This design comes from an exercise in tuning for small area, a short achievable clock period and few clock cycles on the open sky130 flow, not from production work. The RTL was checked by simulation tests, not by an equivalence proof against the original design. No activity file was given, so power comes from the tool's default toggle rates.

## flow/design.v (module list and top-level ports; edited modules follow where they fit)
// module busunit: 226 lines
// module idecode: 315 lines
// module div: 166 lines
// module cpuops: 200 lines
// module zipcpu: 872 lines
// module zipbones: 112 lines
// module zipcore: 25 lines
module	zipcore(i_clk, i_reset,
		o_wb_cyc, o_wb_stb, o_wb_we, o_wb_addr, o_wb_data, o_wb_sel,
		i_wb_ack, i_wb_stall, i_wb_data, i_wb_err);
  // ...
==> flow/run.sh <==
#!/bin/bash
# synth_recipe.tcl (not shown) runs the flow's synth.tcl, then flattens the netlist and writes it again
# the make line also repeats each setting of config.mk as NAME=value (left out here)
make -C /OpenROAD-flow-scripts/flow DESIGN_CONFIG=/design/flow/config.mk WORK_HOME=/design/flow/orfs CLKGATE_MAP_FILE= SYNTH_SCRIPT=/design/flow/synth_recipe.tcl finish
==> flow/config.mk <==
export PLATFORM = sky130hd
export DESIGN_NAME = zipcore
export DESIGN_NICKNAME = zipcore
export VERILOG_FILES = /design/flow/design.v
export SDC_FILE = /design/flow/constraint.sdc
export NUM_CORES = 4
export LEC_CHECK = 0
export CAP_MARGIN = 20
export CORE_MARGIN = 2
export CORE_UTILIZATION = 40
export SLEW_MARGIN = 20
==> flow/constraint.sdc <==
create_clock -name core_clock -period 12.0 [get_ports {i_clk}]
set_input_delay 2.4000 -clock core_clock [delete_from_list [all_inputs] [get_ports {i_clk}]]
set_output_delay 2.4000 -clock core_clock [all_outputs]
set_load 0.01 [all_outputs]
==> reports/qor.csv, run 1 <==
stage,metric,value,unit
setup_path,critical_path_peak_fanout,16,
synth,yosysMostFrequentCell,edfxtp_1,
timing,maxSlewHeadroom,20.7,%
setup_path,cp_num_cells,33,
finish,multi_input_cells,8713,
setup_path,critPathTopFamily,compound AO/OA/AOI/OAI gates,
routing,drc,0,
clocking,postCtsSetupBuffers,0,
floorplanning,dieArea,0.347,sq mm
status,status,timing/DRC/antenna clean,
setup_path,end_kind,flip-flop,
job,max-cap-violations,0,
synth,ys.flop_type,edfxtp_1,
routing,route.met3.wl,45000,um
grt,grt_max_degree,109,
finish,ff_latch_area,0.0615,sq mm
synth,synth.distinct_cells,113,
finish,nNonClkInverters,537,
finish,n_all_buffers,427,
synth,synth_compound_area_share,13.1,%
routing,ant_nets,0,
clocking,post_cts_resized,0,
synth,synth_nets,12932,
timing,grt_setup_unrepaired,no,
power,p_seq_share,50.6,%
power,power.group.top,sequential cells,
finish,layout_common_cells,"1,806 x edfxtp_1, 1,048 x nand2_1, 937 x nor2_1, 838 x a21oi_1, 708 x o21ai_0",
finish,seq_area_share,40.4,%
Testbench counts, summed over its fixed seeds: cycles 36,298.
==> module div, before the edit <==
module	div(i_clk, i_rst, i_wr, i_signed, i_numerator, i_denominator,
		o_busy, o_valid, o_err, o_quotient, o_flags);
	parameter		BW=32, LGBW = 5;
	input	wire		i_clk, i_rst;
	input	wire		i_wr, i_signed;
	input	wire [(BW-1):0]	i_numerator, i_denominator;
	output	reg		o_busy, o_valid, o_err;
	output	reg [(BW-1):0]	o_quotient;
	output	wire	[3:0]	o_flags;
	reg		r_busy;		 
	reg		pre;		 
	reg		r_signed;	 
	reg		r_sign;		 
	reg		r_neg;		 
	reg		zero_divisor;
	reg	[2:0]	r_bit;
	reg		last_bit;
	reg		r_z, r_c;
	reg	[(BW-1):0]	r_num;	 
	reg	[(BW-1):0]	r_rem;	 
	reg	[(BW-1):0]	r_den;	 
	reg	[(BW+1):0]	r_den3;	 
	function automatic [(BW+3):0] rstep(input [(BW-1):0] rem,
			input [1:0] nb, input [(BW-1):0] den,
			input [(BW+1):0] den3);
		reg	[(BW+1):0]	x;
		reg	[(BW+2):0]	t1, t2, t3;
		reg	[1:0]		q;
		reg	[(BW-1):0]	nrem;
		reg			c;
		begin
			x  = { rem, nb };
			t1 = { 1'b0, x } - { 3'b0, den };
			t2 = { 1'b0, x } - { 2'b0, den, 1'b0 };
			t3 = { 1'b0, x } - { 1'b0, den3 };
			if (!t3[BW+2])
				begin q = 2'b11; nrem = t3[(BW-1):0]; end
			else if (!t2[BW+2])
				begin q = 2'b10; nrem = t2[(BW-1):0]; end
			else if (!t1[BW+2])
				begin q = 2'b01; nrem = t1[(BW-1):0]; end
			else
				begin q = 2'b00; nrem = x[(BW-1):0]; end
			if (!t2[BW+2])
				c = (t3 == 0)||(t2 == 0);
			else
				c = (t1 == 0)||(x == 0);
			rstep = { c, q, nrem };
		end
	endfunction
	wire	[(BW+3):0]	sa, sb;
	assign	sa = rstep(r_rem, r_num[(BW-1):(BW-2)], r_den, r_den3);
	assign	sb = rstep(sa[(BW-1):0], r_num[(BW-3):(BW-4)], r_den, r_den3);
	wire	[(BW-1):0]	w_absden;
	assign	w_absden = ((r_signed)&&(r_den[BW-1])) ? -r_den : r_den;
	always @(posedge i_clk)
		if (i_rst)
			pre <= 1'b0;
		else
			pre <= i_wr;
	always @(posedge i_clk)
		if (i_wr)
			r_signed <= i_signed;
	always @(posedge i_clk)
		if (i_rst)
			zero_divisor <= 1'b0;
		else if (i_wr)
			zero_divisor <= (i_denominator == 0);
		else if (pre)
			zero_divisor <= 1'b0;
	always @(posedge i_clk)
		if (i_rst)
			r_busy <= 1'b0;
		else if ((pre)&&(!zero_divisor))
			r_busy <= 1'b1;
		else if (last_bit)
			r_busy <= 1'b0;
	always @(posedge i_clk)
		if (i_rst)
			r_neg <= 1'b0;
		else
			r_neg <= (last_bit)&&(r_sign);
	always @(posedge i_clk)
		if (i_rst)
			o_busy <= 1'b0;
		else if (i_wr)
			o_busy <= 1'b1;
		else if ((pre)&&(zero_divisor))
			o_busy <= 1'b0;
		else if ((last_bit)&&(!r_sign))
			o_busy <= 1'b0;
		else if (r_neg)
			o_busy <= 1'b0;
	always @(posedge i_clk)
		if (i_rst)
			o_valid <= 1'b0;
		else
			o_valid <= ((pre)&&(zero_divisor))
				||((last_bit)&&(!r_sign))
				||(r_neg);
	always @(posedge i_clk)
		if (i_rst)
			o_err <= 1'b0;
		else
			o_err <= (pre)&&(zero_divisor);
	always @(posedge i_clk)
		if ((r_busy)&&(!last_bit))
			r_bit <= r_bit - 1'b1;
		else
			r_bit <= 3'h7;
	always @(posedge i_clk)
		if (i_rst)
			last_bit <= 1'b0;
		else
			last_bit <= (r_busy)&&(r_bit == 3'h1);
	always @(posedge i_clk)
		if ((pre)&&(r_signed))
			r_sign <= (r_num[BW-1])^(r_den[BW-1]);
		else if (pre)
			r_sign <= 1'b0;
	always @(posedge i_clk)
		if (i_wr)
		begin
			r_num <= i_numerator;
			r_den <= i_denominator;
		end else if (pre)
		begin
			if ((r_signed)&&(r_num[BW-1]))
				r_num <= -r_num;
			r_den  <= w_absden;
		end else if (r_busy)
			r_num <= { r_num[(BW-5):0], 4'h0 };
	always @(posedge i_clk)
		if (pre)
			r_den3 <= { 2'b0, w_absden } + { 1'b0, w_absden, 1'b0 };
	always @(posedge i_clk)
		if (pre)
			r_rem <= 0;
		else if (r_busy)
			r_rem <= sb[(BW-1):0];
	always @(posedge i_clk)
		if ((pre)&&(zero_divisor))
			o_quotient <= 1;
		else if (pre)
			o_quotient <= 0;
		else if (r_busy)
			o_quotient <= { o_quotient[(BW-5):0],
					sa[(BW+1):BW], sb[(BW+1):BW] };
		else if (r_neg)
			o_quotient <= -o_quotient;
	always @(posedge i_clk)
		if (pre)
			r_z <= (!zero_divisor);
		else if ((r_busy)&&(sa[(BW+1):BW] != 0))
			r_z <= 1'b0;
		else if ((r_busy)&&(sb[(BW+1):BW] != 0))
			r_z <= 1'b0;
	always @(posedge i_clk)
		if ((pre)&&(zero_divisor))
			r_c <= (r_num == 0);
		else
			r_c <= (r_busy)&&(last_bit)&&(sb[BW+2]);
	wire	w_n;
	assign w_n = o_quotient[(BW-1)];
	assign o_flags = { 1'b0, w_n, r_c, r_z };
endmodule
==> module cpuops, before the edit <==
module	cpuops(i_clk,i_rst, i_ce, i_op, i_a, i_b, o_c, o_f, o_valid,
			o_busy);
	parameter	IMPLEMENT_MPY = 4;
	input	wire	i_clk, i_rst, i_ce;
	input	wire	[3:0]	i_op;
	input	wire	[31:0]	i_a, i_b;
	output	reg	[31:0]	o_c;
	output	wire	[3:0]	o_f;
	output	reg		o_valid;
	output	wire		o_busy;
	wire	[32:0]		w_lsr_result, w_asr_result, w_lsl_result;
	wire	signed	[32:0]	w_pre_asr_input, w_pre_asr_shifted;
	assign	w_pre_asr_input = { i_a, 1'b0 };
	assign	w_pre_asr_shifted = w_pre_asr_input >>> i_b[4:0];
	assign	w_asr_result = (|i_b[31:5])? {(33){i_a[31]}}
				: w_pre_asr_shifted; 
	assign	w_lsr_result = ((|i_b[31:6])||(i_b[5]&&(i_b[4:0]!=0)))? 33'h00
				:((i_b[5])?{32'h0,i_a[31]}
				: ( { i_a, 1'b0 } >> (i_b[4:0]) )); 
	assign	w_lsl_result = ((|i_b[31:6])||(i_b[5]&&(i_b[4:0]!=0)))? 33'h00
				:((i_b[5])?{i_a[0], 32'h0}
				: ({1'b0, i_a } << i_b[4:0]));	 
	wire	[31:0]	w_brev_result;
	genvar	k;
	generate
	for(k=0; k<32; k=k+1)
	begin : bit_reversal_cpuop
		assign w_brev_result[k] = i_b[31-k];
	end endgenerate
	wire	z, n, v;
	reg	c, pre_sign, set_ovfl, keep_sgn_on_ovfl;
	always @(posedge i_clk)
		if (i_ce)  
			set_ovfl<=(((i_op==4'h0)&&(i_a[31] != i_b[31])) 
				||((i_op==4'h2)&&(i_a[31] == i_b[31]))  
				||(i_op == 4'h6)  
				||(i_op == 4'h5));  
	always @(posedge i_clk)
		if (i_ce)  
			keep_sgn_on_ovfl<=
				(((i_op==4'h0)&&(i_a[31] != i_b[31])) 
				||((i_op==4'h2)&&(i_a[31] == i_b[31])));  
	wire	[63:0]	mpy_result;  
	reg	mpyhi;		 
	wire	mpybusy;	 
	wire	mpydone;	 
	wire	this_is_a_multiply_op;
	assign	this_is_a_multiply_op = (i_ce)&&((i_op[3:1]==3'h5)||(i_op[3:0]==4'hc));
	generate
	if (IMPLEMENT_MPY == 0)
	begin  
		assign	mpy_result = 64'h00;
		assign	mpybusy    = 1'b0;
		assign	mpydone    = 1'b1;
		always @(*) mpyhi = 1'b0;  
	end else if (IMPLEMENT_MPY == 1)
	begin  
		wire	signed	[63:0]	w_mpy_a_input, w_mpy_b_input;
		assign	w_mpy_a_input = {{(32){(i_a[31])&(i_op[0])}},i_a[31:0]};
		assign	w_mpy_b_input = {{(32){(i_b[31])&(i_op[0])}},i_b[31:0]};
		assign	mpy_result = w_mpy_a_input * w_mpy_b_input;
		assign	mpybusy = 1'b0;
		assign	mpydone = 1'b0;
		always @(*) mpyhi = 1'b0;  
	end else if (IMPLEMENT_MPY == 2)
	begin  
		reg	signed	[63:0]	r_mpy_a_input, r_mpy_b_input;
		always @(posedge i_clk)
		begin
			r_mpy_a_input <={{(32){(i_a[31])&(i_op[0])}},i_a[31:0]};
			r_mpy_b_input <={{(32){(i_b[31])&(i_op[0])}},i_b[31:0]};
		end
		assign	mpy_result = r_mpy_a_input * r_mpy_b_input;
		assign	mpybusy = 1'b0;
		reg	mpypipe;
		always @(posedge i_clk)
			if (i_rst)
				mpypipe <= 1'b0;
			else
				mpypipe <= (this_is_a_multiply_op);
		assign	mpydone = mpypipe;  
		always @(posedge i_clk)
			if (this_is_a_multiply_op)
				mpyhi  = i_op[1];
	end else if (IMPLEMENT_MPY == 3)
	begin  
		reg	signed	[63:0]	r_smpy_result;
		reg		[63:0]	r_umpy_result;
		reg	signed	[31:0]	r_mpy_a_input, r_mpy_b_input;
		reg		[1:0]	mpypipe;
		reg		[1:0]	r_sgn;
		always @(posedge i_clk)
			if (i_rst)
				mpypipe <= 2'b0;
			else
			mpypipe <= { mpypipe[0], this_is_a_multiply_op };
		always @(posedge i_clk)
		begin
			r_mpy_a_input <= i_a[31:0];
			r_mpy_b_input <= i_b[31:0];
			r_sgn <= { r_sgn[0], i_op[0] };
		end
		wire		[31:0]	u_mpy_a_input, u_mpy_b_input;
		assign	u_mpy_a_input = r_mpy_a_input;
		assign	u_mpy_b_input = r_mpy_b_input;
		always @(posedge i_clk)
			r_smpy_result <= r_mpy_a_input * r_mpy_b_input;
		always @(posedge i_clk)
			r_umpy_result <= u_mpy_a_input * u_mpy_b_input;
		always @(posedge i_clk)
			if (this_is_a_multiply_op)
				mpyhi  <= i_op[1];
		assign	mpybusy = mpypipe[0];
		assign	mpy_result = (r_sgn[1])?r_smpy_result:r_umpy_result;
		assign	mpydone = mpypipe[1];
	end else  
	begin  
		reg	signed [32:0]	r_mpy_a_input;
		reg	[32:0]	r_mpy_b_input;
		reg	[4:0]	mpypipe;
		reg	signed [42:0]	r_hi;
		reg	[23:0]	r_lo;
		always @(posedge i_clk)
		begin
			if (i_rst)
				mpypipe <= 5'h0;
			else
				mpypipe <= { mpypipe[3:0], this_is_a_multiply_op };
			if (this_is_a_multiply_op)
			begin
				r_mpy_a_input <= { (i_a[31])&&(i_op[0]), i_a };
				r_mpy_b_input <= { (i_b[31])&&(i_op[0]), i_b };
				mpyhi  <= i_op[1];
			end else if (|mpypipe[2:0])
				r_mpy_b_input <= { {(8){r_mpy_b_input[32]}},
						r_mpy_b_input[32:8] };
		end
		assign	mpybusy = |mpypipe[3:0];
		assign	mpydone = mpypipe[4];
		wire	signed	[8:0]	w_mpy_b_byte;
		wire	signed	[41:0]	w_mpy_prod;
		assign	w_mpy_b_byte = (mpypipe[3])
				? r_mpy_b_input[8:0]
				: { 1'b0, r_mpy_b_input[7:0] };
		assign	w_mpy_prod = r_mpy_a_input * w_mpy_b_byte;
		always @(posedge i_clk)
		if (mpypipe[0])
			r_hi <= w_mpy_prod;
		else if (|mpypipe[3:1])
		begin
			r_hi <= (r_hi >>> 8) + w_mpy_prod;
			r_lo <= { r_hi[7:0], r_lo[23:8] };
		end
		assign	mpy_result = { r_hi[39:0], r_lo };
	end
	endgenerate  
	always @(posedge i_clk)
	if (i_ce)
	begin
		pre_sign <= (i_a[31]);
		c <= 1'b0;
		casez(i_op)
		4'b0000:{c,o_c } <= {1'b0,i_a}-{1'b0,i_b}; 
		4'b0001:   o_c   <= i_a & i_b;		 
		4'b0010:{c,o_c } <= i_a + i_b;		 
		4'b0011:   o_c   <= i_a | i_b;		 
		4'b0100:   o_c   <= i_a ^ i_b;		 
		4'b0101:{o_c,c } <= w_lsr_result[32:0];	 
		4'b0110:{c,o_c } <= w_lsl_result[32:0];  
		4'b0111:{o_c,c } <= w_asr_result[32:0];	 
		4'b1000:   o_c   <= w_brev_result;	 
		4'b1001:   o_c   <= { i_a[31:16], i_b[15:0] };  
		4'b1010:   o_c   <= mpy_result[63:32];	 
		4'b1011:   o_c   <= mpy_result[63:32];	 
		4'b1100:   o_c   <= mpy_result[31:0];	 
		default:   o_c   <= i_b;		 
		endcase
	end else  
		o_c <= (mpyhi)?mpy_result[63:32]:mpy_result[31:0];
	reg	r_busy;
	always @(posedge i_clk)
		if (i_rst)
			r_busy <= 1'b0;
		else
			r_busy <= ((IMPLEMENT_MPY > 1)
					&&(this_is_a_multiply_op))||mpybusy;
	assign	o_busy = (r_busy);  
	assign	z = (o_c == 32'h0000);
	assign	n = (o_c[31]);
	assign	v = (set_ovfl)&&(pre_sign != o_c[31]);
	wire	vx = (keep_sgn_on_ovfl)&&(pre_sign != o_c[31]);
	assign	o_f = { v, n^vx, c, z };
	always @(posedge i_clk)
		if (i_rst)
			o_valid <= 1'b0;
		else if (IMPLEMENT_MPY <= 1)
			o_valid <= (i_ce);
		else
			o_valid <=((i_ce)&&(!this_is_a_multiply_op))||(mpydone);
endmodule
==> run 2, diff against run 1 <==
--- a/flow/design.v
+++ b/flow/design.v
@@ -552,54 +552,54 @@
 	output	reg [(BW-1):0]	o_quotient;
 	output	wire	[3:0]	o_flags;
 	reg		r_busy;		 
 	reg		pre;		 
 	reg		r_signed;	 
 	reg		r_sign;		 
 	reg		r_neg;		 
 	reg		zero_divisor;
-	reg	[2:0]	r_bit;
+	reg	[3:0]	r_bit;
 	reg		last_bit;
 	reg		r_z, r_c;
-	reg	[(BW-1):0]	r_num;	 
+	reg	[BW:0]		r_num;	 
 	reg	[(BW-1):0]	r_rem;	 
 	reg	[(BW-1):0]	r_den;	 
 	reg	[(BW+1):0]	r_den3;	 
-	function automatic [(BW+3):0] rstep(input [(BW-1):0] rem,
-			input [1:0] nb, input [(BW-1):0] den,
-			input [(BW+1):0] den3);
-		reg	[(BW+1):0]	x;
-		reg	[(BW+2):0]	t1, t2, t3;
-		reg	[1:0]		q;
-		reg	[(BW-1):0]	nrem;
-		reg			c;
-		begin
-			x  = { rem, nb };
-			t1 = { 1'b0, x } - { 3'b0, den };
-			t2 = { 1'b0, x } - { 2'b0, den, 1'b0 };
-			t3 = { 1'b0, x } - { 1'b0, den3 };
-			if (!t3[BW+2])
-				begin q = 2'b11; nrem = t3[(BW-1):0]; end
-			else if (!t2[BW+2])
-				begin q = 2'b10; nrem = t2[(BW-1):0]; end
-			else if (!t1[BW+2])
-				begin q = 2'b01; nrem = t1[(BW-1):0]; end
-			else
-				begin q = 2'b00; nrem = x[(BW-1):0]; end
-			if (!t2[BW+2])
-				c = (t3 == 0)||(t2 == 0);
-			else
-				c = (t1 == 0)||(x == 0);
-			rstep = { c, q, nrem };
-		end
-	endfunction
-	wire	[(BW+3):0]	sa, sb;
-	assign	sa = rstep(r_rem, r_num[(BW-1):(BW-2)], r_den, r_den3);
-	assign	sb = rstep(sa[(BW-1):0], r_num[(BW-3):(BW-4)], r_den, r_den3);
+	reg	[(BW+2):0]	r_den5;	 
+	reg	[(BW+2):0]	r_den7;	 
+	wire	[(BW+2):0]	x;
+	wire	[(BW+3):0]	t1, t2, t3, t4, t5, t6, t7;
+	assign	x  = { r_rem, r_num[BW:(BW-2)] };
+	assign	t1 = { 1'b0, x } - { 4'b0, r_den };
+	assign	t2 = { 1'b0, x } - { 3'b0, r_den, 1'b0 };
+	assign	t3 = { 1'b0, x } - { 2'b0, r_den3 };
+	assign	t4 = { 1'b0, x } - { 2'b0, r_den, 2'b0 };
+	assign	t5 = { 1'b0, x } - { 1'b0, r_den5 };
+	assign	t6 = { 1'b0, x } - { 1'b0, r_den3, 1'b0 };
+	assign	t7 = { 1'b0, x } - { 1'b0, r_den7 };
+	reg	[2:0]		q;
+	reg	[(BW-1):0]	nrem;
+	always @(*)
+	if (!t7[BW+3])
+		begin q = 3'h7; nrem = t7[(BW-1):0]; end
+	else if (!t6[BW+3])
+		begin q = 3'h6; nrem = t6[(BW-1):0]; end
+	else if (!t5[BW+3])
+		begin q = 3'h5; nrem = t5[(BW-1):0]; end
+	else if (!t4[BW+3])
+		begin q = 3'h4; nrem = t4[(BW-1):0]; end
+	else if (!t3[BW+3])
+		begin q = 3'h3; nrem = t3[(BW-1):0]; end
+	else if (!t2[BW+3])
+		begin q = 3'h2; nrem = t2[(BW-1):0]; end
+	else if (!t1[BW+3])
+		begin q = 3'h1; nrem = t1[(BW-1):0]; end
+	else
+		begin q = 3'h0; nrem = x[(BW-1):0]; end
 	wire	[(BW-1):0]	w_absden;
 	assign	w_absden = ((r_signed)&&(r_den[BW-1])) ? -r_den : r_den;
 	always @(posedge i_clk)
 		if (i_rst)
 			pre <= 1'b0;
 		else
 			pre <= i_wr;
 	always @(posedge i_clk)
@@ -646,69 +646,70 @@
 		if (i_rst)
 			o_err <= 1'b0;
 		else
 			o_err <= (pre)&&(zero_divisor);
 	always @(posedge i_clk)
 		if ((r_busy)&&(!last_bit))
 			r_bit <= r_bit - 1'b1;
 		else
-			r_bit <= 3'h7;
+			r_bit <= 4'd10;
 	always @(posedge i_clk)
 		if (i_rst)
 			last_bit <= 1'b0;
 		else
-			last_bit <= (r_busy)&&(r_bit == 3'h1);
+			last_bit <= (r_busy)&&(r_bit == 4'h1);
 	always @(posedge i_clk)
 		if ((pre)&&(r_signed))
 			r_sign <= (r_num[BW-1])^(r_den[BW-1]);
 		else if (pre)
 			r_sign <= 1'b0;
 	always @(posedge i_clk)
 		if (i_wr)
 		begin
-			r_num <= i_numerator;
+			r_num <= { 1'b0, i_numerator };
 			r_den <= i_denominator;
 		end else if (pre)
 		begin
 			if ((r_signed)&&(r_num[BW-1]))
-				r_num <= -r_num;
+				r_num[(BW-1):0] <= -r_num[(BW-1):0];
 			r_den  <= w_absden;
 		end else if (r_busy)
-			r_num <= { r_num[(BW-5):0], 4'h0 };
+			r_num <= { r_num[(BW-3):0], 3'h0 };
 	always @(posedge i_clk)
 		if (pre)
+		begin
 			r_den3 <= { 2'b0, w_absden } + { 1'b0, w_absden, 1'b0 };
+			r_den5 <= { 3'b0, w_absden } + { 1'b0, w_absden, 2'b0 };
+			r_den7 <= { w_absden, 3'b0 } - { 3'b0, w_absden };
+		end
 	always @(posedge i_clk)
 		if (pre)
 			r_rem <= 0;
 		else if (r_busy)
-			r_rem <= sb[(BW-1):0];
+			r_rem <= nrem;
 	always @(posedge i_clk)
 		if ((pre)&&(zero_divisor))
 			o_quotient <= 1;
 		else if (pre)
 			o_quotient <= 0;
 		else if (r_busy)
-			o_quotient <= { o_quotient[(BW-5):0],
-					sa[(BW+1):BW], sb[(BW+1):BW] };
+			o_quotient <= { o_quotient[(BW-4):0], q };
 		else if (r_neg)
 			o_quotient <= -o_quotient;
 	always @(posedge i_clk)
 		if (pre)
 			r_z <= (!zero_divisor);
-		else if ((r_busy)&&(sa[(BW+1):BW] != 0))
-			r_z <= 1'b0;
-		else if ((r_busy)&&(sb[(BW+1):BW] != 0))
+		else if ((r_busy)&&(q != 0))
 			r_z <= 1'b0;
 	always @(posedge i_clk)
 		if ((pre)&&(zero_divisor))
 			r_c <= (r_num == 0);
 		else
-			r_c <= (r_busy)&&(last_bit)&&(sb[BW+2]);
+			r_c <= (r_busy)&&(last_bit)&&(nrem == 0);
 	wire	w_n;
 	assign w_n = o_quotient[(BW-1)];
 	assign o_flags = { 1'b0, w_n, r_c, r_z };
 endmodule
 `default_nettype	none
 module	cpuops(i_clk,i_rst, i_ce, i_op, i_a, i_b, o_c, o_f, o_valid,
 			o_busy);
 	parameter	IMPLEMENT_MPY = 4;
@@ -823,48 +824,49 @@
 				mpyhi  <= i_op[1];
 		assign	mpybusy = mpypipe[0];
 		assign	mpy_result = (r_sgn[1])?r_smpy_result:r_umpy_result;
 		assign	mpydone = mpypipe[1];
 	end else  
 	begin  
 		reg	signed [32:0]	r_mpy_a_input;
 		reg	[32:0]	r_mpy_b_input;
-		reg	[4:0]	mpypipe;
+		reg	[5:0]	mpypipe;
+		reg	signed [41:0]	r_prod;
 		reg	signed [42:0]	r_hi;
 		reg	[23:0]	r_lo;
 		always @(posedge i_clk)
 		begin
 			if (i_rst)
-				mpypipe <= 5'h0;
+				mpypipe <= 6'h0;
 			else
-				mpypipe <= { mpypipe[3:0], this_is_a_multiply_op };
+				mpypipe <= { mpypipe[4:0], this_is_a_multiply_op };
 			if (this_is_a_multiply_op)
 			begin
 				r_mpy_a_input <= { (i_a[31])&&(i_op[0]), i_a };
 				r_mpy_b_input <= { (i_b[31])&&(i_op[0]), i_b };
 				mpyhi  <= i_op[1];
 			end else if (|mpypipe[2:0])
 				r_mpy_b_input <= { {(8){r_mpy_b_input[32]}},
 						r_mpy_b_input[32:8] };
 		end
-		assign	mpybusy = |mpypipe[3:0];
-		assign	mpydone = mpypipe[4];
+		assign	mpybusy = |mpypipe[4:0];
+		assign	mpydone = mpypipe[5];
 		wire	signed	[8:0]	w_mpy_b_byte;
-		wire	signed	[41:0]	w_mpy_prod;
 		assign	w_mpy_b_byte = (mpypipe[3])
 				? r_mpy_b_input[8:0]
 				: { 1'b0, r_mpy_b_input[7:0] };
-		assign	w_mpy_prod = r_mpy_a_input * w_mpy_b_byte;
 		always @(posedge i_clk)
-		if (mpypipe[0])
-			r_hi <= w_mpy_prod;
-		else if (|mpypipe[3:1])
+			r_prod <= r_mpy_a_input * w_mpy_b_byte;
+		always @(posedge i_clk)
+		if (mpypipe[1])
+			r_hi <= r_prod;
+		else if (|mpypipe[4:2])
 		begin
-			r_hi <= (r_hi >>> 8) + w_mpy_prod;
+			r_hi <= (r_hi >>> 8) + r_prod;
 			r_lo <= { r_hi[7:0], r_lo[23:8] };
 		end
 		assign	mpy_result = { r_hi[39:0], r_lo };
 	end
 	endgenerate  
 	always @(posedge i_clk)
 	if (i_ce)
 	begin
@@ -1164,20 +1166,31 @@
 	always @(posedge i_clk)
 		if (op_ce)
 		begin
 			op_Aid <= dcd_A;
 			op_Bid <= dcd_B;
 			op_rA <= dcd_rA;
 			op_rB <= dcd_rB;
 		end
+	wire	fwd_alu;
+	assign	fwd_alu = ((alu_wR)&&(alu_valid))||(div_valid);
+	wire	fwd_dcdA, fwd_dcdB, fwd_opA, fwd_opB;
+	assign	fwd_dcdA = ((mem_valid)&&(mem_wreg == dcd_A))
+				||((fwd_alu)&&(alu_reg == dcd_A));
+	assign	fwd_dcdB = ((mem_valid)&&(mem_wreg == dcd_B))
+				||((fwd_alu)&&(alu_reg == dcd_B));
+	assign	fwd_opA  = ((mem_valid)&&(mem_wreg == op_Aid))
+				||((fwd_alu)&&(alu_reg == op_Aid));
+	assign	fwd_opB  = ((mem_valid)&&(mem_wreg == op_Bid))
+				||((fwd_alu)&&(alu_reg == op_Bid));
 	always @(posedge i_clk)
 		if (op_ce)
 		begin
-			if ((wr_reg_ce)&&(wr_reg_id == dcd_A))
+			if (fwd_dcdA)
 				r_op_Av <= wr_gpreg_vl;
 			else
 			if (dcd_Apc)
 				r_op_Av <= w_pcA_v;
 			else if (dcd_Acc)
 				r_op_Av <= { w_cpu_info, w_op_Av[22:16], 1'b0, (dcd_A[4])?w_uflags:w_iflags };
 			else
 				r_op_Av <= w_op_Av;
@@ -1190,17 +1203,17 @@
 	assign	w_pcB_v[(AW+1):0] = { (dcd_B[4] == dcd_gie)
 					? { dcd_pc[AW:1], 2'b00 }
 					: { upc[(AW+1):2], uhalt_phase, 1'b0 } };
 	generate
 	if (AW < 30)
 		assign	w_pcB_v[31:(AW+2)] = 0;
 	endgenerate
 	assign	w_op_BnI = (!dcd_rB) ? 32'h00
-		: ((wr_reg_ce)&&(wr_reg_id == dcd_B)) ? wr_gpreg_vl
+		: (fwd_dcdB) ? wr_gpreg_vl
 		: ((dcd_Bcc) ? { w_cpu_info, w_op_Bv[22:16],  
 			1'b0, (dcd_B[4])?w_uflags:w_iflags}
 		: w_op_Bv);
 	always @(posedge i_clk)
 		if ((op_ce)&&(dcd_Bpc)&&(dcd_rB))
 			r_op_Bv <= w_pcB_v + { dcd_I[29:0], 2'b00 };
 		else if (op_ce)
 			r_op_Bv <= w_op_BnI + dcd_I;
@@ -1302,24 +1315,24 @@
 	assign	op_Fl = (op_gie)?(w_uflags[3:0]):(w_iflags[3:0]);
 	reg	r_op_phase;
 	always @(posedge i_clk)
 		if (clear_pipeline)
 			r_op_phase <= 1'b0;
 		else if (op_change_data_ce)
 			r_op_phase <= (dcd_phase)&&((!dcd_wR)||(!dcd_Rpc));
 	assign	op_phase = r_op_phase;
-	assign	op_Av = ((wr_reg_ce)&&(wr_reg_id == op_Aid))  
+	assign	op_Av = (fwd_opA)
 			?  wr_gpreg_vl : r_op_Av;
 	assign	dcd_A_stall = (dcd_rA)  
 				&&((op_valid)||(mem_rdbusy)
 					||(div_busy)||(fpu_busy))
 				&&(((op_wF)||(cc_invalid_for_dcd))&&(dcd_Acc))
 			||((dcd_rA)&&(dcd_Acc)&&(cc_invalid_for_dcd));
-	assign	op_Bv = ((wr_reg_ce)&&(wr_reg_id == op_Bid)&&(op_rB))
+	assign	op_Bv = (fwd_opB)&&(op_rB)
 			? wr_gpreg_vl: r_op_Bv;
 	assign	dcd_B_stall = (dcd_rB)  
 				&&((op_valid)||(mem_rdbusy)
 					||(div_busy)||(fpu_busy)||(alu_busy))
 				&&(
 				((!dcd_zI)&&(
 					((op_R == dcd_B)&&(op_wR))
 					||((mem_rdbusy)&&(!dcd_pipe))
==> run 2 against run 1 <==
Sequential share of layout area shrank 0.37 points. Critical path depth decreased by 7. Largest cell class unchanged. Clock power is 11% higher. Die area increased by 5.3%. Register-to-register slack gained 1.5 ns. Design area rose by 5.7%. Fmax rose by 19%. Combinational power increased by 21%. Synthesized area grew 5.4%. Clock skew fell by 0.032 ns. Total power increased by 8.6%.
==> reports/qor.csv, run 2 <==
stage,metric,value,unit,change
setup_path,r2r_end,swic.thecpu.doalu.o_c[26]$_DFF_P_,,
grt,antenna_found_initial,22,,was 35
setup_path,cp.required,12.73,ns,was 12.62 ns
clocking,clock_latency,0.94,ns,was 0.97 ns
setup_path,r2r_cells,26,,was 33
synth,synth_nets,13786,,"was 12,932"
timing,tns,0,ns,unchanged
grt,grt_pass1_vias,105747,,"was 99,006"
clocking,hold_buffers,0,,unchanged
synth,ys.flop_type,edfxtp_1,,unchanged
grt,grt_max_degree,146,,was 109
timing,setup_viol_count_final,0,,unchanged
synth,yosysWarnings,6,,unchanged
timing,grt_setup_unrepaired,no,,unchanged
setup_path,reg2reg_slack,4.21,ns,was 2.71 ns
clocking,postCtsSetupBuffers,0,,unchanged
synth,synthMuxAreaShare,14.1,%,was 15.0%
synth,yosysMostFrequentCell,edfxtp_1,,unchanged
clocking,post_cts_resized,0,,unchanged
finish,finalNetCount,13827,,"was 12,910"
place,post-dp-hpwl,368000,um,"was 349,000 um"
synth,syn-cell-area,0.144,sq mm,was 0.137 sq mm
synth,netlist.area_leader.share,39.0,%,was 39.7%
synth,synthTopCellsByCount,"1,873 x edfxtp_1, 1,062 x nor2_1, 999 x nand2_1",,"was 1,806 x edfxtp_1, 1,051 x nand2_1, 972 x nor2_1"
synth,synth_xor_area_share,4.16,%,was 3.56%
routing,first_pass_iters,6,,was 7
timing,final.min_clock_period,7.79,ns,was 9.29 ns
clocking,clock_tree.buffer_depth,4,,unchanged
routing,viasPerCell,6.21,,was 6.17
synth,synth_area_leaders,"edfxtp_1 39%, mux4_2 11%, ha_1 5.8%",,"was edfxtp_1 40%, mux4_2 11%, dfxtp_1 5.3%"
power,power_density,109,mW/mm^2,was 106 mW/mm^2
synth,syn_avg_cell_area,11.2,sq um,was 11.3 sq um
power,power,17600,uW,"was 16,200 uW"
synth,async_flop_share,0,%,unchanged
job,max-cap-violations,0,,unchanged
floorplanning,start_util,40.1,%,was 40.2%
floorplanning,rows,220,,was 214
finish,top_regs,"swic.thecpu.regset (1024), swic.thecpu.bus.f_data (128), swic.thecpu.doalu.genblk2.genblk1.genblk1.genblk1.r_hi (43)",,unchanged
finish,drive_above_1_share,13.7,%,was 14.4%
timing,max_freq,128,MHz,was 108 MHz
grt,globalRouteOverflowTotal,0,,unchanged
timing,layout_setup_ws,4.21,ns,was 2.71 ns
synth,yosysTopAreaCell,edfxtp_1,,unchanged
floorplanning,num_io_pins,106,,unchanged
routing,wl_per_cell,29.9,um,was 29.7 um
routing,finalWirelength,534000,um,"was 500,000 um"
routing,drc,0,,unchanged
timing,maxSlewHeadroom,19.3,%,was 20.7%
floorplanning,core-area,0.359,sq mm,was 0.340 sq mm
finish,layout_commonest_cell,edfxtp_1,,unchanged
setup_path,crit_slowest_cell,buf_4,,was edfxtp_1
power,p_seq_share,49.3,%,was 50.6%
finish,syn2layout_area_growth,11.8,%,was 11.4%
setup_path,end_kind,flip-flop,,unchanged
hold_path,worstHoldStart,swic.thecpu.op_pc[13]$_DFFE_PP_,,was swic.thecpu.instruction_decoder.o_op[2]$_SDFFCE_PP1N_
floorplanning,fp.dieW,604,um,was 589 um
clocking,path_clk_slew,0.06,ns,about the same
timing,slew_viol_final,0,,unchanged
power,pwr-share-clk,47.7,%,was 46.7%
power,pwr-share-comb,2.9,%,was 2.6%
timing,whs,0.409,ns,was 0.391 ns
setup_path,slowest_delay,0.62,ns,was 0.82 ns
finish,layout_common_cells,"1,873 x edfxtp_1, 1,028 x nor2_1, 998 x nand2_1, 808 x a21oi_1, 737 x o21ai_0",,"was 1,806 x edfxtp_1, 1,048 x nand2_1, 937 x nor2_1, 838 x a21oi_1, 708 x o21ai_0"
setup_path,critPathTopFamily,compound AO/OA/AOI/OAI gates,,unchanged
floorplanning,dieArea,0.365,sq mm,was 0.347 sq mm
clocking,clockRootBuffer,clkbuf_16,,unchanged
finish,largest_reg_flops,1024,,unchanged
synth,synthSimpleGateAreaFrac,11.1,%,was 11.3%
synth,syn_inst,12830,,"was 12,098"
hold_path,hold_class,reg -> reg,,unchanged
synth,ys_ff_latch,2279,,"was 2,167"
setup_path,timing.rr.start,swic.thecpu.genblk4.thedivide.o_valid$_SDFF_PP0_,,
power,leakage,0.0583,uW,was 0.0547 uW
finish,largest_register,swic.thecpu.regset,,unchanged
synth,synth.distinct_cells,92,,was 113
clocking,cts_tree,built,,unchanged
timing,worst_slew_pin_slew,1.19,ns,was 1.16 ns
hold_path,holdPathEnd,swic.thecpu.r_alu_pc[13]$_DFFE_PP_,,was swic.thecpu.r_op_opn[2]$_DFFE_PP_
floorplanning,die_h,604,um,was 589 um
power,p_sw,3930,uW,was 3540 uW
timing,fin_crit_sh,65.0,%,was 77.4%
power,power.internal,13600,uW,"was 12,600 uW"
clocking,cts_buffers,265,,was 230
clocking,clock-sinks,2279,,"was 2,167"
clocking,cts_htree_levels,5,,was 4
synth,synth_compound_area_share,13.1,%,about the same
setup_path,critPathMostFrequentCell,buf_4,,
routing,dr.first_iter.drc_count,14212,,"was 13,054"
routing,ant_nets,0,,unchanged
place,io_buffers,105,,unchanged
status,status,timing/DRC/antenna clean,,unchanged
timing,skew,0.0673,ns,was 0.0997 ns
setup_path,cp-start-kind,flip-flop,,unchanged
power,switching_share,22.4,%,was 21.9%
place,gp_congestion,1.04,,was 1.03
grt,grt_pass1_wl,761000,um,"was 711,000 um"
setup_path,criticalPathCategory,reg -> reg,,unchanged
setup_path,arrival,8.53,ns,was 9.91 ns
hold_path,whs_path_depth,0,,unchanged
synth,synth_fa_ha_area_share,9.30,%,was 8.68%
setup_path,critical_path_peak_fanout,41,,was 16
grt,grt_use_total,28.6,%,was 28.1%
synth,ys_seq_area_share,44.7,%,was 44.9%
place,pre_cts_ws,4.53,ns,was 2.92 ns
routing,vias,111111,,"was 103,821"
synth,synth_top_family_by_area,multiplexers,,unchanged
synth,synth_edf_count,1873,,"was 1,806"
power,irDropWorstVdd,151,uV,was 127 uV
timing,final-hold-violation-count,0,,unchanged
setup_path,critPathBufInv,5,,was 3
==> run 2: cell count changes after synthesis, moves of 63 or more <==
cell      delta
edfxtp_1    +67
ha_1       +121
inv_1      +155
nor2_1      +90
nor3_1      +74
xnor2_1     +66
xor2_1      +63
==> run 2: how the worst max path moves through the flow <==
stage                                                           from                                end  depth (start not counted)
global placement    swic.thecpu.genblk4.thedivide.o_valid$_SDFF_PP0_  swic.thecpu.doalu.o_c[26]$_DFF_P_                         26
global route        swic.thecpu.genblk4.thedivide.o_valid$_SDFF_PP0_  swic.thecpu.doalu.o_c[26]$_DFF_P_                         26
finish              swic.thecpu.genblk4.thedivide.o_valid$_SDFF_PP0_  swic.thecpu.doalu.o_c[26]$_DFF_P_                         26
detailed placement                                         flip-flop  swic.thecpu.r_op_Bv[31]$_DFFE_PP_                         20
CTS                 swic.thecpu.genblk4.thedivide.o_valid$_SDFF_PP0_  swic.thecpu.doalu.o_c[26]$_DFF_P_                         26
floorplan           swic.thecpu.genblk4.thedivide.o_valid$_SDFF_PP0_  swic.thecpu.doalu.o_c[26]$_DFF_P_                         24
==> run 2: power groups by stage <==
stage          clock, uW  sequential [uW]  combinational [uW]
3_3_place_gp           0             8820                 505
6_report            8380             8660                 517
4_1_cts             8480             8660                 512
5_1_grt             8770             8660                 557
2_1_floorplan          0             8800                 292
3_5_place_dp           0             8820                 509
==> run 2: area by class of cell <==
cell class,count,area [sq um]
repair buffers,437,3660
diodes,16,40.0
inverters,690,2590
fillers,33249,198000
clock inverters,131,1510
multi-input cells,9198,75500
clock buffers,355,7310
well taps,4773,5970
flip-flops and latches,2279,64400
==> run 2: logic make-up (layout without fill, tap and decap cells) <==
group / after synthesis / after routing
compound gates: 2984 / 2984
buf+inv: 1353 / 1613
flops: 2279 / 2279
other cells: 0 / 16
fa+ha+maj: 919 / 919
xor+xnor: 685 / 685
simple gates: 3440 / 3440
mux: 1170 / 1170
==> run 2: metrics by stage <==
step | utilization (%) | area (sq um) | cells
floorplan | - | 144000 | 12830
global placement | 42.4 | 152000 | 17371
detailed placement | 42.4 | 152000 | 17372
CTS | 44.8 | 161000 | 17858
global route | 44.9 | 161000 | 17865
finish | 44.9 | 161000 | 17879
==> run 2: routing by layer <==
metal  part of all wire, %  global-route usage (%)  vias to the layer above
li1                      -                       -                    48270
met1                    40                    38.5                    55437
met2                    44                    43.4                     6053
met3                   9.8                    6.08                     1349
met4                   6.2                    15.0                        2
met5                0.0024                       0                        -
Testbench counts of run 2, summed over its fixed seeds: cycles 38,403.
==> run 3, diff against run 2 <==
--- a/flow/config.mk
+++ b/flow/config.mk
@@ -10,2 +10,3 @@
 export CORE_UTILIZATION = 40
+export SETUP_SLACK_MARGIN = 4
 export SLEW_MARGIN = 20
==> run 3 against run 2 <==
Count of clock-buffer cells in the layout is the same. Largest power group unchanged. Highest routed layer unchanged. Synthesized cell count did not move. Combinational power barely moved. Clock power barely moved.
==> reports/qor.csv, run 3 <==
stage,metric,value,unit,change
setup_path,slowest_delay,0.94,ns,was 0.62 ns
setup_path,end_kind,flip-flop,,unchanged
clocking,cts_htree_levels,5,,unchanged
clocking,clockRootBuffer,clkbuf_16,,unchanged
grt,grt_max_degree,146,,unchanged
synth,synth_area_leaders,"edfxtp_1 39%, mux4_2 11%, ha_1 5.8%",,unchanged
synth,ys_seq_area_share,44.7,%,unchanged
finish,syn2layout_area_growth,11.8,%,about the same
setup_path,path_cells,a21o_1 -> nand4_1 -> nor3_1 -> a31oi_4 -> buf_4 -> mux2i_1 -> buf_4 -> inv_1 -> ha_1 -> a21o_1 -> a2111oi_0 -> nor2b_1 -> o21ai_0 -> a2111oi_0 -> nor3_1 -> a41oi_1 -> a211oi_1 -> a211oi_1 -> nor2_1 -> a21o_1 -> a211oi_1 -> nor4_1 -> a2111oi_0 -> o22ai_1,,
setup_path,cp.required,12.74,ns,was 12.73 ns
synth,synthTopCellsByCount,"1,873 x edfxtp_1, 1,062 x nor2_1, 999 x nand2_1",,unchanged
timing,tns,0,ns,unchanged
synth,yosysWarnings,6,,unchanged
synth,yosysMostFrequentCell,edfxtp_1,,unchanged
synth,ys_ff_latch,2279,,unchanged
job,max-cap-violations,0,,unchanged
synth,async_flop_share,0,%,unchanged
floorplanning,dieArea,0.365,sq mm,unchanged
routing,wl_per_cell,29.9,um,about the same
grt,gr-usage-met2,43.4,%,unchanged
timing,final.min_clock_period,7.59,ns,was 7.79 ns
finish,finalNetCount,13827,,unchanged
grt,grt_use_total,28.6,%,unchanged
setup_path,cp-start-kind,flip-flop,,unchanged
synth,synth_nets,13786,,unchanged
setup_path,critical_path_peak_fanout,32,,was 41
timing,setup_viol_count_final,0,,unchanged
finish,largest_register,swic.thecpu.regset,,unchanged
place,io_buffers,105,,unchanged
routing,drc,0,,unchanged
synth,syn_inst,12830,,unchanged
finish,top_regs,"swic.thecpu.regset (1024), swic.thecpu.bus.f_data (128), swic.thecpu.doalu.genblk2.genblk1.genblk1.genblk1.r_hi (43)",,unchanged
setup_path,criticalPathCategory,reg -> reg,,unchanged
routing,dr.first_iter.drc_count,14213,,"was 14,212"
floorplanning,fp.dieW,604,um,unchanged
setup_path,crit_slowest_cell,a2111oi_0,,was buf_4
clocking,clock_latency,0.94,ns,about the same
power,leakage,0.0583,uW,about the same
timing,whs,0.409,ns,about the same
clocking,postCtsSetupBuffers,0,,unchanged
floorplanning,core-area,0.359,sq mm,unchanged
power,power_density,109,mW/mm^2,about the same
finish,final-instance-count-excl-fill,17881,,"was 17,879"
synth,synth_edf_count,1873,,unchanged
timing,worst_slew_pin_slew,1.16,ns,was 1.19 ns
timing,skew,0.0677,ns,was 0.0673 ns
clocking,path_clk_slew,0.06,ns,about the same
place,gp_congestion,1.04,,unchanged
floorplanning,num_io_pins,106,,unchanged
synth,synthSimpleGateAreaFrac,11.1,%,unchanged
power,irDropWorstVdd,151,uV,unchanged
place,place_inst,17372,,unchanged
synth,netlist.area_leader.share,39.0,%,unchanged
synth,yosysTopAreaCell,edfxtp_1,,unchanged
routing,vias,111121,,"was 111,111"
timing,layout_setup_ws,4.41,ns,was 4.21 ns
synth,syn-cell-area,0.144,sq mm,unchanged
place,pre_cts_ws,4.53,ns,unchanged
grt,antenna_found_initial,22,,unchanged
synth,synth.distinct_cells,92,,unchanged
floorplanning,start_util,40.1,%,unchanged
finish,layout_commonest_cell,edfxtp_1,,unchanged
floorplanning,die_h,604,um,unchanged
routing,finalWirelength,534000,um,about the same
grt,grt_pass1_vias,105747,,unchanged
routing,ant_nets,0,,unchanged
finish,drive_above_1_share,13.7,%,unchanged
grt,met1_usage,38.5,%,unchanged
synth,synthMuxAreaShare,14.1,%,unchanged
place,post-dp-hpwl,368000,um,unchanged
setup_path,critPathBufInv,3,,was 5
routing,viasPerCell,6.21,,about the same
clocking,cts_buffers,265,,unchanged
synth,syn_avg_cell_area,11.2,sq um,unchanged
grt,globalRouteOverflowTotal,0,,unchanged
setup_path,critPathTopFamily,compound AO/OA/AOI/OAI gates,,unchanged
place,placed_area,0.152,sq mm,unchanged
grt,grt_use_met3,6.08,%,unchanged
setup_path,arrival,8.33,ns,was 8.53 ns
synth,synth_compound_area_share,13.1,%,unchanged
finish,design_area,0.161,sq mm,about the same
clocking,clock_tree.buffer_depth,4,,unchanged
floorplanning,rows,220,,unchanged
grt,grt-busiest-layer,met2,,unchanged
finish,layout_common_cells,"1,873 x edfxtp_1, 1,028 x nor2_1, 998 x nand2_1, 808 x a21oi_1, 737 x o21ai_0",,unchanged
hold_path,hold_class,reg -> reg,,unchanged
timing,final-hold-violation-count,0,,unchanged
synth,synth_fa_ha_area_share,9.30,%,unchanged
timing,maxSlewHeadroom,21.0,%,was 19.3%
synth,synth_xor_area_share,4.16,%,unchanged
grt,grt_pass1_wl,761000,um,unchanged
timing,grt_setup_unrepaired,no,,unchanged
synth,ys.flop_type,edfxtp_1,,unchanged
status,status,timing/DRC/antenna clean,,unchanged
timing,slew_viol_final,0,,unchanged
synth,synth_top_family_by_area,multiplexers,,unchanged
timing,fin_crit_sh,63.3,%,was 65.0%
timing,max_freq,132,MHz,was 128 MHz
clocking,clock-sinks,2279,,unchanged
finish,largest_reg_flops,1024,,unchanged
clocking,cts_tree,built,,unchanged
routing,first_pass_iters,6,,unchanged
## run 3: cell counts after synthesis
Identical to the previous run, type by type.
## run 3: layout make-up
class	count	area, sq um
fill	33248	198000
multi-input combinational	9198	75500
sequential	2279	64400
clock buffer	355	7310
tap	4773	5970
timing repair buffer	437	3660
inverter	690	2590
clock inverter	131	1510
antenna	18	45.0
## run 3: through the flow
stage | utilization, % | power, uW
final | 44.9 | 17600
after CTS | 44.8 | 17600
after floorplan | - | 9090
after detailed placement | 42.4 | 9330
after global routing | 44.9 | 18000
after global placement | 42.4 | 9330
## run 3: kinds of logic (layout without fill, tap and decap cells)
kind of cell,Yosys count,count (layout)
and+or+nand+nor,3440,3440
adders and majority gates,919,919
muxes,1170,1170
DFF,2279,2279
AOI/OAI and AO/OA,2984,2984
xor gates and xnor gates,685,685
other,0,18
buffers and inverters,1353,1613
## run 3: path summary, 6_finish.rpt
| path | slack (ns) | to | depth (start not counted) | from |
|---|---|---|---|---|
| max reg2reg | 4.41 | swic.thecpu.doalu.o_c[26]$_DFF_P_ | 24 | swic.thecpu.genblk4.thedivide.o_valid$_SDFF_PP0_ |
| max | 4.41 | swic.thecpu.doalu.o_c[26]$_DFF_P_ | 24 | swic.thecpu.genblk4.thedivide.o_valid$_SDFF_PP0_ |
| min reg2reg | 0.41 | swic.thecpu.r_alu_pc[13]$_DFFE_PP_ | 0 | swic.thecpu.op_pc[13]$_DFFE_PP_ |
| min | 0.41 | swic.thecpu.r_alu_pc[13]$_DFFE_PP_ | 0 | swic.thecpu.op_pc[13]$_DFFE_PP_ |
## run 3: power by group
group	internal, uW	total [uW]	switching [uW]
registers	8580	8660	78.1
logic	188	517	329
clock network	4850	8380	3530
## run 3: routing by layer
metal / part of all wire, % / up-vias
met5: 0.0024 / -
met4: 6.2 / 2
met3: 10 / 1354
met2: 44 / 6149
met1: 40 / 55342
li1: - / 48274
## run 3: timing repair
item | CTS | global route
hold buffers | 0 | 0
endpoints found under the setup margin | 0 | 3
resized for setup | 0 | 1
==> run 4, diff against run 3 <==
--- a/flow/config.mk
+++ b/flow/config.mk
@@ -9,4 +9,3 @@
 export CORE_MARGIN = 2
-export CORE_UTILIZATION = 40
-export SETUP_SLACK_MARGIN = 4
+export CORE_UTILIZATION = 55
 export SLEW_MARGIN = 20
==> run 4 against run 3 <==
Still clean on timing, DRC and antenna. Clock power decreased by 7.6%. Design area decreased by 1.5%. Fmax decreased by 0.14%. Sequential cell count unchanged. Synthesized cell count unchanged. Wire length increased by 5.5%. Register-to-register slack about the same. Critical path type unchanged. Worst hold slack got worse by 0.067 ns. Combinational power increased by 3%.
==> reports/qor.csv, run 4 <==
stage,metric,value,unit,change
grt,grt_use_total,41.7,%,was 28.6%
clocking,clock_latency,0.97,ns,was 0.94 ns
place,gp_congestion,1.06,,was 1.04
finish,largest_register,swic.thecpu.regset,,unchanged
setup_path,slowest_delay,0.61,ns,was 0.94 ns
clocking,post_cts_resized,0,,unchanged
finish,drive_above_1_share,13.6,%,was 13.7%
synth,ys.flop_type,edfxtp_1,,unchanged
routing,ant_nets,0,,unchanged
finish,layout_common_cells,"1,873 x edfxtp_1, 1,027 x nor2_1, 998 x nand2_1, 809 x a21oi_1, 740 x o21ai_0",,"was 1,873 x edfxtp_1, 1,028 x nor2_1, 998 x nand2_1, 808 x a21oi_1, 737 x o21ai_0"
floorplanning,dieArea,0.266,sq mm,was 0.365 sq mm
timing,fin_crit_sh,63.4,%,was 63.3%
setup_path,cp-start-kind,flip-flop,,unchanged
synth,ys_seq_area_share,44.7,%,unchanged
synth,synthTopCellsByCount,"1,873 x edfxtp_1, 1,062 x nor2_1, 999 x nand2_1",,unchanged
synth,ys_ff_latch,2279,,unchanged
place,post-dp-hpwl,390000,um,"was 368,000 um"
timing,grt_setup_unrepaired,no,,unchanged
place,io_buffers,105,,unchanged
finish,top_regs,"swic.thecpu.regset (1024), swic.thecpu.bus.f_data (128), swic.thecpu.doalu.genblk2.genblk1.genblk1.genblk1.r_hi (43)",,unchanged
timing,tns,0,ns,unchanged
finish,finalNetCount,13805,,"was 13,827"
grt,grt_max_degree,125,,was 146
synth,yosysMostFrequentCell,edfxtp_1,,unchanged
synth,netlist.area_leader.share,39.0,%,unchanged
setup_path,critical_path_peak_fanout,44,,was 32
grt,grt_pass1_wl,798000,um,"was 761,000 um"
floorplanning,core-area,0.260,sq mm,was 0.359 sq mm
setup_path,cp.required,12.76,ns,was 12.74 ns
setup_path,end_kind,flip-flop,,unchanged
synth,syn_avg_cell_area,11.2,sq um,unchanged
synth,synth_nets,13786,,unchanged
clocking,cts_buffers,241,,was 265
routing,drc,0,,unchanged
status,status,timing/DRC/antenna clean,,unchanged
power,power_density,107,mW/mm^2,was 109 mW/mm^2
timing,slew_viol_final,0,,unchanged
floorplanning,num_io_pins,106,,unchanged
synth,yosysWarnings,6,,unchanged
routing,wl_per_cell,34.0,um,was 29.9 um
setup_path,arrival,8.37,ns,was 8.33 ns
synth,synth_edf_count,1873,,unchanged
setup_path,critPathBufInv,5,,was 3
clocking,cts_tree,built,,unchanged
job,max-cap-violations,0,,unchanged
finish,largest_reg_flops,1024,,unchanged
power,leakage,0.0579,uW,was 0.0583 uW
setup_path,critPathMostFrequentCell,buf_4,,
setup_path,critPathTopFamily,compound AO/OA/AOI/OAI gates,,unchanged
power,irDropWorstVdd,155,uV,was 151 uV
finish,fin_util,61.0,%,was 44.9%
floorplanning,die_h,516,um,was 604 um
routing,vias,114606,,"was 111,121"
timing,maxSlewHeadroom,16.1,%,was 21.0%
clocking,hold_buffers,0,,unchanged
clocking,postCtsSetupBuffers,0,,unchanged
hold_path,hold_class,reg -> reg,,unchanged
finish,syn2layout_area_growth,10.1,%,was 11.8%
synth,syn_inst,12830,,unchanged
finish,layout_commonest_cell,edfxtp_1,,unchanged
timing,final.min_clock_period,7.61,ns,was 7.59 ns
clocking,cts_htree_levels,4,,was 5
clocking,clockRootBuffer,clkbuf_16,,unchanged
setup_path,crit_slowest_cell,buf_4,,was a2111oi_0
clocking,clock_tree.buffer_depth,4,,unchanged
synth,yosysTopAreaCell,edfxtp_1,,unchanged
floorplanning,fp.dieW,516,um,was 604 um
grt,globalRouteOverflowTotal,0,,unchanged
grt,grt_pass1_vias,110568,,"was 105,747"
routing,finalWirelength,563000,um,"was 534,000 um"
synth,synth.distinct_cells,92,,unchanged
finish,fillers,20445,,"was 33,248"
floorplanning,start_util,55.4,%,was 40.1%
synth,async_flop_share,0,%,unchanged
timing,worst_slew_pin_slew,1.24,ns,was 1.16 ns
routing,viasPerCell,6.92,,was 6.21
grt,antenna_found_initial,35,,was 22
routing,dr.first_iter.drc_count,15055,,"was 14,213"
timing,final-hold-violation-count,0,,unchanged
synth,syn-cell-area,0.144,sq mm,unchanged
routing,first_pass_iters,9,,was 6
timing,max_freq,131,MHz,was 132 MHz
timing,skew,0.136,ns,was 0.0677 ns
timing,setup_viol_count_final,0,,unchanged
setup_path,criticalPathCategory,reg -> reg,,unchanged
synth,synth_area_leaders,"edfxtp_1 39%, mux4_2 11%, ha_1 5.8%",,unchanged
clocking,clock-sinks,2279,,unchanged
clocking,path_clk_slew,0.06,ns,about the same
floorplanning,rows,187,,was 220
## run 4: cell count changes in the layout (fill, tap and decap cells not counted), sizes merged
cell / delta
buf: +2
bufinv: +4
clkbuf: -58
clkinv: +2
clkinvlp: +9
diode: +1
inv: -4
## run 4: cell type report
class                   count  area, sq um  share of cell area [%]
flip-flops and latches   2279        64400                    40.6
multi-input cells        9198        75500                    47.6
clock buffers             297         6460                    4.08
well taps                3496         4370                    2.76
repair buffers            439         3710                    2.34
inverters                 690         2590                    1.63
clock inverters           142         1570                   0.988
diodes                     19         47.5                  0.0300
## run 4: where the power goes
| group | switching, uW | total [uW] | internal [uW] |
|---|---|---|---|
| sequential | 81.2 | 8660 | 8580 |
| combinational | 343 | 531 | 187 |
| clock | 3310 | 7740 | 4430 |
| total | 3740 | 16900 | 13200 |
## run 4: logic make-up (layout without fill, tap and decap cells)
logic type	count (synthesis)	in the layout	share of synthesized area, %
xor gates and xnor gates	685	685	4.16
AOI/OAI and AO/OA	2984	2984	13.1
buffers and inverters	1353	1568	3.53
and+or+nand+nor	3440	3440	11.1
other	0	19	0
muxes	1170	1170	14.1
DFF	2279	2279	44.7
adders and majority gates	919	919	9.30
## run 4: worst register-to-register path: stages, from the launching register on
cell and delay, ns:
edfxtp_1 0.53, xor2_1 0.21, nor4_1 0.07, and3_1 0.19, o21ai_4 0.11, buf_4 0.61
mux2i_4 0.42, buf_4 0.43, buf_4 0.61, inv_2 0.06, buf_4 0.30, ha_1 0.32
a21oi_1 0.14, o21bai_1 0.11, a21oi_1 0.21, o21ai_0 0.20, a2111oi_0 0.47, nor3_1 0.20
a41oi_1 0.37, a211oi_1 0.21, a211oi_1 0.48, nor2_1 0.17, a21o_1 0.21, a211oi_1 0.27
nor4_1 0.09, a2111oi_0 0.30, o22ai_1 0.17
## run 4: worst paths after layout
check	start	slack [ns]	to	depth (start not counted)
min	swic.thecpu.op_pc[25]$_DFFE_PP_	0.34	swic.thecpu.r_alu_pc[25]$_DFFE_PP_	0
max reg2reg	swic.thecpu.bus.o_wreg[4]$_DFFE_PP_	4.39	swic.thecpu.doalu.o_c[26]$_DFF_P_	26
max	swic.thecpu.bus.o_wreg[4]$_DFFE_PP_	4.39	swic.thecpu.doalu.o_c[26]$_DFF_P_	26
min reg2reg	swic.thecpu.op_pc[25]$_DFFE_PP_	0.34	swic.thecpu.r_alu_pc[25]$_DFFE_PP_	0
## run 4: routing by layer
metal / global-route usage (%) / up-vias / wire length [um]
li1: - / 48190 / -
met1: 52.5 / 56561 / 206000
met2: 63.4 / 7908 / 249000
met3: 11.1 / 1915 / 62300
met4: 27.8 / 32 / 45900
met5: 0 / - / 189
## run 4: through the flow
stage               setup WS, ns  cell area, sq um  hold slack (ns)  total power, uW  cells
global placement            4.59            150000            0.400             9320  16097
finish                      4.39            159000            0.342            16900  16560
global route                3.95            159000            0.342            17300  16543
detailed placement          4.57            150000            0.405             9340  16097
floorplan                   4.73            144000            0.400             9090  12830
CTS                         4.50            158000            0.334            16900  16536

[port drivers added, routing unchanged]
Ports are ideal in the flow. The routed layouts listed here were re-timed in OpenROAD. Step 1 (the two cells are an assumption about what drives the block):
set clk [get_ports {i_clk}]
set_driving_cell -lib_cell sky130_fd_sc_hd__clkbuf_16 $clk
set_driving_cell -lib_cell sky130_fd_sc_hd__buf_2 [delete_from_list [all_inputs] $clk]
Step 2 also shifts input and output timing later by t, the mid clock arrival at the registers, as if the neighbouring blocks saw the same clock. a / b / c = ideal / step 1 / step 2; a / b = the first two.
run	t, ns	setup WS [ns]	worst register clock-pin slew, ns
run 1	1.018	2.708 / 2.708 / 2.708	0.08 / 0.08
run 2	1.016	4.206 / 4.206 / 4.206	0.07 / 0.07
run 3	1.016	4.405 / 4.405 / 4.405	0.07 / 0.07
run 4	1.010	4.395 / 4.395 / 4.395	0.07 / 0.07
After both steps every run listed still meets setup and hold.
